Source: an optimization exercise on an open RTL-to-GDS flow (aim: small area). Production flows keep margins and buffers that such runs may drop. Function was checked by simulation only, so behaviour that the tests miss may differ from the original. Power and IR drop assume default switching activity.

== build 17 ==
==> flow/design.v (excerpt) <==
module risc(clk, reset, mem_addr, mem_wdata, mem_rdata, mem_read, mem_write,
            rg0, rg1, rg2, rg3, rg4, rg5, rg6, rg7);
clock: 10.0 ns
lec_check: 0
cap_margin: 0
core_margin: 2
core_utilization: 40
slew_margin: 0
standard.sh (not shown) runs the stock make flow with config.mk's settings and CLKGATE_MAP_FILE= SYNTH_SCRIPT=/design/flow/synth_recipe.tcl, a recipe that flattens the netlist after the stock synthesis.
==> flow/flow/run.sh <==
#!/bin/bash
# The standard layout (standard.sh) with these changes to how the layout
# is made:
#  - synthesis: synth_recipe.tcl unchanged, except that ABC maps the logic with
#    an area script (flow/area.abc); see flow/area_synth.tcl;
#  - each port gets a buf_1 as its port buffer;
#  - CTS uses clkbuf_8 cells and no dummy loads.
# make's output goes to standard.log; ORFS's per-step logs stay under orfs/logs.
set -euo pipefail
WORK=$(pwd)
export AREA_ABC_SCRIPT=$WORK/flow/area.abc
export FLOW_SYNTH_TCL=$WORK/synth_recipe.tcl
export BUFFER_PORTS_ARGS="-buffer_cell sky130_fd_sc_hd__buf_1"
export CTS_ARGS="-sink_clustering_enable -repair_clock_nets -dont_use_dummy_load -buf_list {sky130_fd_sc_hd__clkbuf_4 sky130_fd_sc_hd__clkbuf_8}"
sed "s|SYNTH_SCRIPT=[^ ]*|SYNTH_SCRIPT=$WORK/flow/area_synth.tcl|" standard.sh > my_standard.sh
grep -q "SYNTH_SCRIPT=$WORK/flow/area_synth.tcl" my_standard.sh
bash my_standard.sh > standard.log 2>&1
==> flow/flow/area.abc <==
strash
dc2
dch -f
map -a
strash
dc2
dch -f
map -a
strash
dch -f
map -a
==> flow/flow/area_synth.tcl <==
# The standard flow's synthesis script (synth_recipe.tcl, sourced unchanged) with one
# change: ABC's technology mapping uses flow/area.abc, an area-oriented
# script, in place of ORFS's script. Registers are mapped before ABC runs,
# so they are exactly the standard synthesis's.
proc abc {args} {
  set i [lsearch -exact $args -script]
  if { $i >= 0 } {
    lset args [expr { $i + 1 }] $::env(AREA_ABC_SCRIPT)
  }
  yosys abc {*}$args
}
source $::env(FLOW_SYNTH_TCL)
[inputs] build 35 vs build 17
Settings: changing SLEW_MARGIN from 0 to 20; changing CAP_MARGIN from 0 to 20.
-- flow/flow/run.sh --
<<< build 17, line 14
export CTS_ARGS="-sink_clustering_enable -repair_clock_nets -dont_use_dummy_load -buf_list {sky130_fd_sc_hd__clkbuf_4 sky130_fd_sc_hd__clkbuf_8}"
>>> build 35, line 14
export CTS_ARGS="-sink_clustering_enable -repair_clock_nets -dont_use_dummy_load -buf_list sky130_fd_sc_hd__clkbuf_8"
==> comparison <==
Build 35 finished end to end and its layout was clean on timing, DRC and antenna. For standard-cell row count, build 17 and build 35 come out practically identical. Status: sequential power parity (build 35, build 17). Comparing build 17 and build 35, the higher wire length was measured on build 35. The fmax of build 35 and that of build 17 are within noise of each other. On combinational group share of total power, build 17 tracks build 35 almost exactly. Taking build 17 as the reference, in build 35 power ~0 delta; share of the cycle needed by the critical path after routing moved up; cell count was more or less identical; worst relative slew slack +11 points. The net switching power was comparable across build 17 and build 35.
Changes in build 57 relative to build 35:
Settings: CAP_MARGIN: 20 -> 0; SLEW_MARGIN: 20 -> 0.
Findings:
- There was hardly any difference in sequential share of layout area between build 35 and build 57.
- Summary: with build 35 as the reference, number of non-clock buffers in build 57 moved down slightly.
- Status: number of vias per cell parity (build 57, build 35)
- Compared with build 35, in build 57 final cell count has remained practically unchanged; total wire length moved down; total design power ~0 delta.
- Build 35 and build 57 ended up with nearly the same number of nets in the finished design.

========
build 73:
Another version of the RTL of risc (not shown whole).
Size in the first run: ~670 cells after synthesis, ~170 flip-flops, about 180 I/O pins.
==> flow/config.mk <==
export PLATFORM = sky130hd
export DESIGN_NAME = risc
export DESIGN_NICKNAME = risc
export VERILOG_FILES = /design/flow/design.v
export SDC_FILE = /design/flow/constraint.sdc
export NUM_CORES = 4
export LEC_CHECK = 0
export CAP_MARGIN = 20
export CORE_MARGIN = 2
export CORE_UTILIZATION = 60
export GPL_TIMING_DRIVEN = 0
export SLEW_MARGIN = 20
==> flow/constraint.sdc <==
create_clock -name core_clock -period 10.0 [get_ports {clk}]
set_input_delay 2.0000 -clock core_clock [delete_from_list [all_inputs] [get_ports {clk}]]
set_output_delay 2.0000 -clock core_clock [all_outputs]
set_load 0.01 [all_outputs]
==> flow/flow/run.sh <==
#!/bin/bash
# The standard layout (standard.sh) with these changes to how the layout
# is made:
#  - synthesis: synth_recipe.tcl unchanged, except that ABC maps the logic with
#    an area script (flow/area.abc); see flow/area_synth.tcl;
#  - each port gets a buf_1 as its port buffer;
#  - CTS uses clkbuf_8 cells and no dummy loads.
# make's output goes to standard.log; ORFS's per-step logs stay under orfs/logs.
set -euo pipefail
WORK=$(pwd)
export AREA_ABC_SCRIPT=$WORK/flow/area.abc
export FLOW_SYNTH_TCL=$WORK/synth_recipe.tcl
export BUFFER_PORTS_ARGS="-buffer_cell sky130_fd_sc_hd__buf_1"
export CTS_ARGS="-sink_clustering_enable -repair_clock_nets -dont_use_dummy_load -buf_list sky130_fd_sc_hd__clkbuf_8"
sed "s|SYNTH_SCRIPT=[^ ]*|SYNTH_SCRIPT=$WORK/flow/area_synth.tcl|" standard.sh > my_standard.sh
grep -q "SYNTH_SCRIPT=$WORK/flow/area_synth.tcl" my_standard.sh
bash my_standard.sh > standard.log 2>&1
Scripts as last shown in full above: flow/flow/area.abc, flow/flow/area_synth.tcl
Build 73 did not stop at any stage, and its layout met the timing, design-rule and antenna checks.
Modified inputs, build 91 compared to build 73
- CORE_UTILIZATION now 40, was 60
[summary]
- Build 91 did not stop at any stage, and its layout met the timing, design-rule and antenna checks.
- Per the final summary, build 73 finished and its layout is clean on timing, DRC and antenna.
- Per the comparison of build 91 with build 73, leakage power total went up; total number of vias went down; multi-input combinational area share went down.
- Last weighted congestion value of the routability-driven placer in build 91 is about 5.6% lower than in build 73
- The post-route total power in build 91 sits 1.1% below the value recorded for build 73.
- What build 73 reported for die area has to be multiplied by 1.5 to get the figure for build 91.
- Average via count per standard cell ended up 11% lower on build 91 than on build 73.
- Lower post-CTS repair timing setup buffer count was reported by build 91, not build 73.
#### Input delta (build 98 over build 91)
- a deleted GPL_TIMING_DRIVEN that had been 0
## What came out
- Part of the power in combinational logic ends up lower on build 98.
- Comparing build 91 and build 98, combinational power is lower on build 98.
- Relative to build 91, data arrival at the endpoint of the critical path has decreased by 0.14 ns in build 98.
- On build 98: multi-input logic portion of the cell area is 1.8 points lower than what build 91 gave.
- As of build 98, routed length per instance had fallen slightly compared to build 91.
- The cell area after layout of build 98 is lower than that of build 91.
- Comparing build 91 and build 98, the lower part of the cycle the worst path needs was measured on build 98.
- In build 98 the met3 wire length turned out 120 um higher than in build 91.

========
Setup of oak:
Another version of the RTL of risc (not shown whole).
For scale: about 600 cells after synthesis, ~170 flip-flops, ~180 I/O pins, about 7600 um2 of cells after synthesis.
==> flow/design.v (excerpt) <==
module risc(clk, reset, mem_addr, mem_wdata, mem_rdata, mem_read, mem_write,
            rg0, rg1, rg2, rg3, rg4, rg5, rg6, rg7);
clock: 10.0 ns
lec_check: 0
cap_margin: 0
core_margin: 2
core_utilization: 60
slew_margin: 0
==> flow/flow/run.sh <==
#!/bin/bash
# The standard layout (standard.sh) with these changes to how the layout
# is made:
#  - synthesis: synth_recipe.tcl unchanged, except that ABC maps the logic with
#    the smallest result of the area scripts flow/area*.abc; see
#    flow/area_synth.tcl;
#  - each port gets a buf_1 as its port buffer;
#  - CTS uses clkbuf_8 cells and no dummy loads.
# make's output goes to standard.log; ORFS's per-step logs stay under orfs/logs.
set -euo pipefail
WORK=$(pwd)
export AREA_ABC_DIR=$WORK/flow
export FLOW_SYNTH_TCL=$WORK/synth_recipe.tcl
export BUFFER_PORTS_ARGS="-buffer_cell sky130_fd_sc_hd__buf_1"
export CTS_ARGS="-sink_clustering_enable -repair_clock_nets -dont_use_dummy_load -buf_list sky130_fd_sc_hd__clkbuf_8"
sed "s|SYNTH_SCRIPT=[^ ]*|SYNTH_SCRIPT=$WORK/flow/area_synth.tcl|" standard.sh > my_standard.sh
grep -q "SYNTH_SCRIPT=$WORK/flow/area_synth.tcl" my_standard.sh
bash my_standard.sh > standard.log 2>&1
==> flow/flow/area1.abc <==
strash
dc2
dch -f
map -a
strash
dc2
dch -f
map -a
strash
dch -f
amap
==> flow/flow/area2.abc <==
strash
dch -f
amap
==> flow/flow/area3.abc <==
strash
dc2
dc2
dch -f
map -a
strash
dch -f
amap
==> flow/flow/area4.abc <==
strash
balance
dc2
dch -f
map -a
strash
balance
dc2
dch -f
amap
==> flow/flow/area5.abc <==
strash
rewrite
refactor
balance
dch -f
map -a
strash
dch -f
amap
==> flow/flow/area6.abc <==
strash
dc2
dch -f
amap
strash
dc2
dch -f
amap
==> flow/flow/area_synth.tcl <==
# The standard flow's synthesis script (synth_recipe.tcl, sourced unchanged) with one
# change: ABC's technology mapping runs each area-oriented script in
# flow/area*.abc in place of ORFS's script and keeps the smallest result.
# Registers are mapped before ABC runs, so they are exactly the standard
# synthesis's; only the combinational mapping differs.
proc abc {args} {
  set i [lsearch -exact $args -script]
  set l [lsearch -exact $args -liberty]
  set lib [lindex $args [expr { $l + 1 }]]
  yosys design -save my_pre_abc
  set best_area ""
  set best_script ""
  foreach script [lsort [glob $::env(AREA_ABC_DIR)/area*.abc]] {
    yosys design -load my_pre_abc
    lset args [expr { $i + 1 }] $script
    yosys abc {*}$args
    set report [tee -q -s result.string stat -liberty $lib]
    if { ![regexp {Chip area for module '[^']*': ([0-9.]+)} $report -> area] } {
      error "no area in stat report"
    }
    puts "area script [file tail $script]: $area"
    if { $best_area eq "" || $area < $best_area } {
      set best_area $area
      set best_script $script
      yosys design -save my_best_abc
    }
  }
  puts "area script chosen: [file tail $best_script] ($best_area)"
  yosys design -load my_best_abc
}
source $::env(FLOW_SYNTH_TCL)
oak finished all stages; the layout is clean.
The following lists how pine was set up differently from oak:
# oak
export LEC_CHECK = 0
export CAP_MARGIN = 0
export CORE_MARGIN = 2
export CORE_UTILIZATION = 60
export SLEW_MARGIN = 0
create_clock -name core_clock -period 10.0 [get_ports {clk}]
# pine
export LEC_CHECK = 0
export CAP_MARGIN = 0
export CORE_MARGIN = 2
export CORE_UTILIZATION = 40
export SLEW_MARGIN = 0
create_clock -name core_clock -period 10.0 [get_ports {clk}]
diff --git a/flow/flow/run.sh b/flow/flow/run.sh
--- a/flow/flow/run.sh
+++ b/flow/flow/run.sh
@@ -5,4 +5,6 @@
 #    the smallest result of the area scripts flow/area*.abc; see
 #    flow/area_synth.tcl;
+#  - timing-driven global placement keeps none of its trial resizer changes
+#    (repair_design after placement does the buffering);
 #  - each port gets a buf_1 as its port buffer;
 #  - CTS uses clkbuf_8 cells and no dummy loads.
@@ -12,4 +14,5 @@
 export AREA_ABC_DIR=$WORK/flow
 export FLOW_SYNTH_TCL=$WORK/synth_recipe.tcl
+export GPL_KEEP_OVERFLOW=0
 export BUFFER_PORTS_ARGS="-buffer_cell sky130_fd_sc_hd__buf_1"
 export CTS_ARGS="-sink_clustering_enable -repair_clock_nets -dont_use_dummy_load -buf_list sky130_fd_sc_hd__clkbuf_8"
## What came out
Looking only at die footprint, and setting everything else aside, the higher value of pine and oak goes to pine. Looking at worst hold slack across pine and oak, the one that comes out lower is pine. Looking at pine and oak, the maximum clock rate is a wash. When pine is measured against oak, its first-pass iteration count of the detailed router turns out 1 lower.
## Diff of input files: birch against pine
diff --git a/flow/flow/run.sh b/flow/flow/run.sh
--- a/flow/flow/run.sh
+++ b/flow/flow/run.sh
@@ -5,6 +5,5 @@
 #    the smallest result of the area scripts flow/area*.abc; see
 #    flow/area_synth.tcl;
-#  - timing-driven global placement keeps none of its trial resizer changes
-#    (repair_design after placement does the buffering);
+#  - buf_4 and larger plain buffers are not used (repair buffers with buf_1/2);
 #  - each port gets a buf_1 as its port buffer;
 #  - CTS uses clkbuf_8 cells and no dummy loads.
@@ -14,5 +13,5 @@
 export AREA_ABC_DIR=$WORK/flow
 export FLOW_SYNTH_TCL=$WORK/synth_recipe.tcl
-export GPL_KEEP_OVERFLOW=0
+export DONT_USE_CELLS="sky130_fd_sc_hd__buf_4 sky130_fd_sc_hd__buf_6 sky130_fd_sc_hd__buf_8 sky130_fd_sc_hd__buf_12 sky130_fd_sc_hd__buf_16"
 export BUFFER_PORTS_ARGS="-buffer_cell sky130_fd_sc_hd__buf_1"
 export CTS_ARGS="-sink_clustering_enable -repair_clock_nets -dont_use_dummy_load -buf_list sky130_fd_sc_hd__clkbuf_8"
==> comparison <==
- Re quantity of gates resized following cts: no difference whatsoever between birch and pine.
- Compared with pine, global-route wire length before repair in birch decreased by a few percent.
- Cell count: birch higher than pine
- Summary of birch over pine: fraction of final layout cells sized beyond drive strength 1 climbed 0.44 points; via count dropped about 2.2%; power spent charging and discharging nets dropped about 2.2%.
### birch -> maple
# birch
export LEC_CHECK = 0
export CAP_MARGIN = 0
export CORE_MARGIN = 2
export CORE_UTILIZATION = 40
export SLEW_MARGIN = 0
create_clock -name core_clock -period 10.0 [get_ports {clk}]
# maple
export LEC_CHECK = 0
export CAP_MARGIN = 0
export CORE_MARGIN = 2
export CORE_UTILIZATION = 40
export GPL_TIMING_DRIVEN = 0
export SLEW_MARGIN = 0
create_clock -name core_clock -period 10.0 [get_ports {clk}]
diff --git a/flow/flow/run.sh b/flow/flow/run.sh
--- a/flow/flow/run.sh
+++ b/flow/flow/run.sh
@@ -5,5 +5,4 @@
 #    the smallest result of the area scripts flow/area*.abc; see
 #    flow/area_synth.tcl;
-#  - buf_4 and larger plain buffers are not used (repair buffers with buf_1/2);
 #  - each port gets a buf_1 as its port buffer;
 #  - CTS uses clkbuf_8 cells and no dummy loads.
@@ -13,5 +12,4 @@
 export AREA_ABC_DIR=$WORK/flow
 export FLOW_SYNTH_TCL=$WORK/synth_recipe.tcl
-export DONT_USE_CELLS="sky130_fd_sc_hd__buf_4 sky130_fd_sc_hd__buf_6 sky130_fd_sc_hd__buf_8 sky130_fd_sc_hd__buf_12 sky130_fd_sc_hd__buf_16"
 export BUFFER_PORTS_ARGS="-buffer_cell sky130_fd_sc_hd__buf_1"
 export CTS_ARGS="-sink_clustering_enable -repair_clock_nets -dont_use_dummy_load -buf_list sky130_fd_sc_hd__clkbuf_8"
[summary]
The cell count of maple and that of birch are within noise of each other. Taking birch as the reference point, the overall power of the completed layout of maple rises by 1.1%. Between birch and maple, post-route minimum period increased. Comparing layout overhead on the synthesized area for maple and birch, the bigger number came from maple.
--- input diff maple..cedar ---
# maple
export LEC_CHECK = 0
export CAP_MARGIN = 0
export CORE_MARGIN = 2
export CORE_UTILIZATION = 40
export GPL_TIMING_DRIVEN = 0
export SLEW_MARGIN = 0
create_clock -name core_clock -period 10.0 [get_ports {clk}]
# cedar
export LEC_CHECK = 0
export CAP_MARGIN = 0
export CORE_MARGIN = 2
export CORE_UTILIZATION = 40
export SLEW_MARGIN = 0
create_clock -name core_clock -period 10.0 [get_ports {clk}]
Findings:
- maple -> cedar: sequential-to-total area share from yosys stat delta 0, exact match
- Power per standard cell area for cedar: about 1.2% up relative to maple
- Looking at core utilization across cedar and maple, the one that comes out lower is cedar.
- As far as fraction of the mapped netlist area in simple logic gates goes, maple and cedar are indistinguishable; the numbers are identical.
- Width of the die came out exactly the same in cedar and maple.
- Looking only at fmax, and setting everything else aside, the higher value of cedar and maple goes to cedar.
- Compared with maple, cedar has extra setup slack.
- cedar vs maple — average wire per standard cell dropped by a few percent
- Of cedar and maple, the lower area of all placed cells without fillers belongs to cedar.

re-timing with driven ports:
The results above use ideal ports. As a check the final layouts listed here were re-extracted and re-timed, cells and wires unchanged.
Step 1 sets driving cells, clkbuf_16 on the clock port and buf_2 on the other inputs (assumed; they add their load-dependent delay and slew).
Step 2 adds t to the input delays and takes it off the output delays; t is the mean of the earliest and latest rising clock arrival at the registers after step 1. Input paths then give back, and output paths get back, about the clock's delay inside the block.
Three values: no drivers, after step 1, after step 2; two values: the first two.
| run | t (ns) | setup WS [ns] | worst data-port slew with drivers (ns) |
|---|---|---|---|
| build 17 | 0.498 | 0.952 / 0.952 / 0.952 | 0.03 |
| build 35 | 0.498 | 0.936 / 0.936 / 0.936 | 0.03 |
| build 57 | 0.498 | 0.952 / 0.952 / 0.952 | 0.03 |
| build 73 | 0.483 | 0.270 / 0.270 / 0.270 | 0.04 |
| build 91 | 0.482 | 0.335 / 0.335 / 0.335 | 0.07 |
| build 98 | 0.502 | 0.551 / 0.551 / 0.551 | 0.07 |
| oak | 0.490 | 0.490 / 0.490 / 0.490 | 0.05 |
| pine | 0.506 | 0.505 / 0.505 / 0.505 | 0.04 |
| birch | 0.480 | 0.649 / 0.649 / 0.649 | 0.04 |
| maple | 0.480 | 0.526 / 0.526 / 0.526 | 0.07 |
| cedar | 0.480 | 0.649 / 0.649 / 0.649 | 0.04 |
After both steps setup and hold are still met in every run listed.
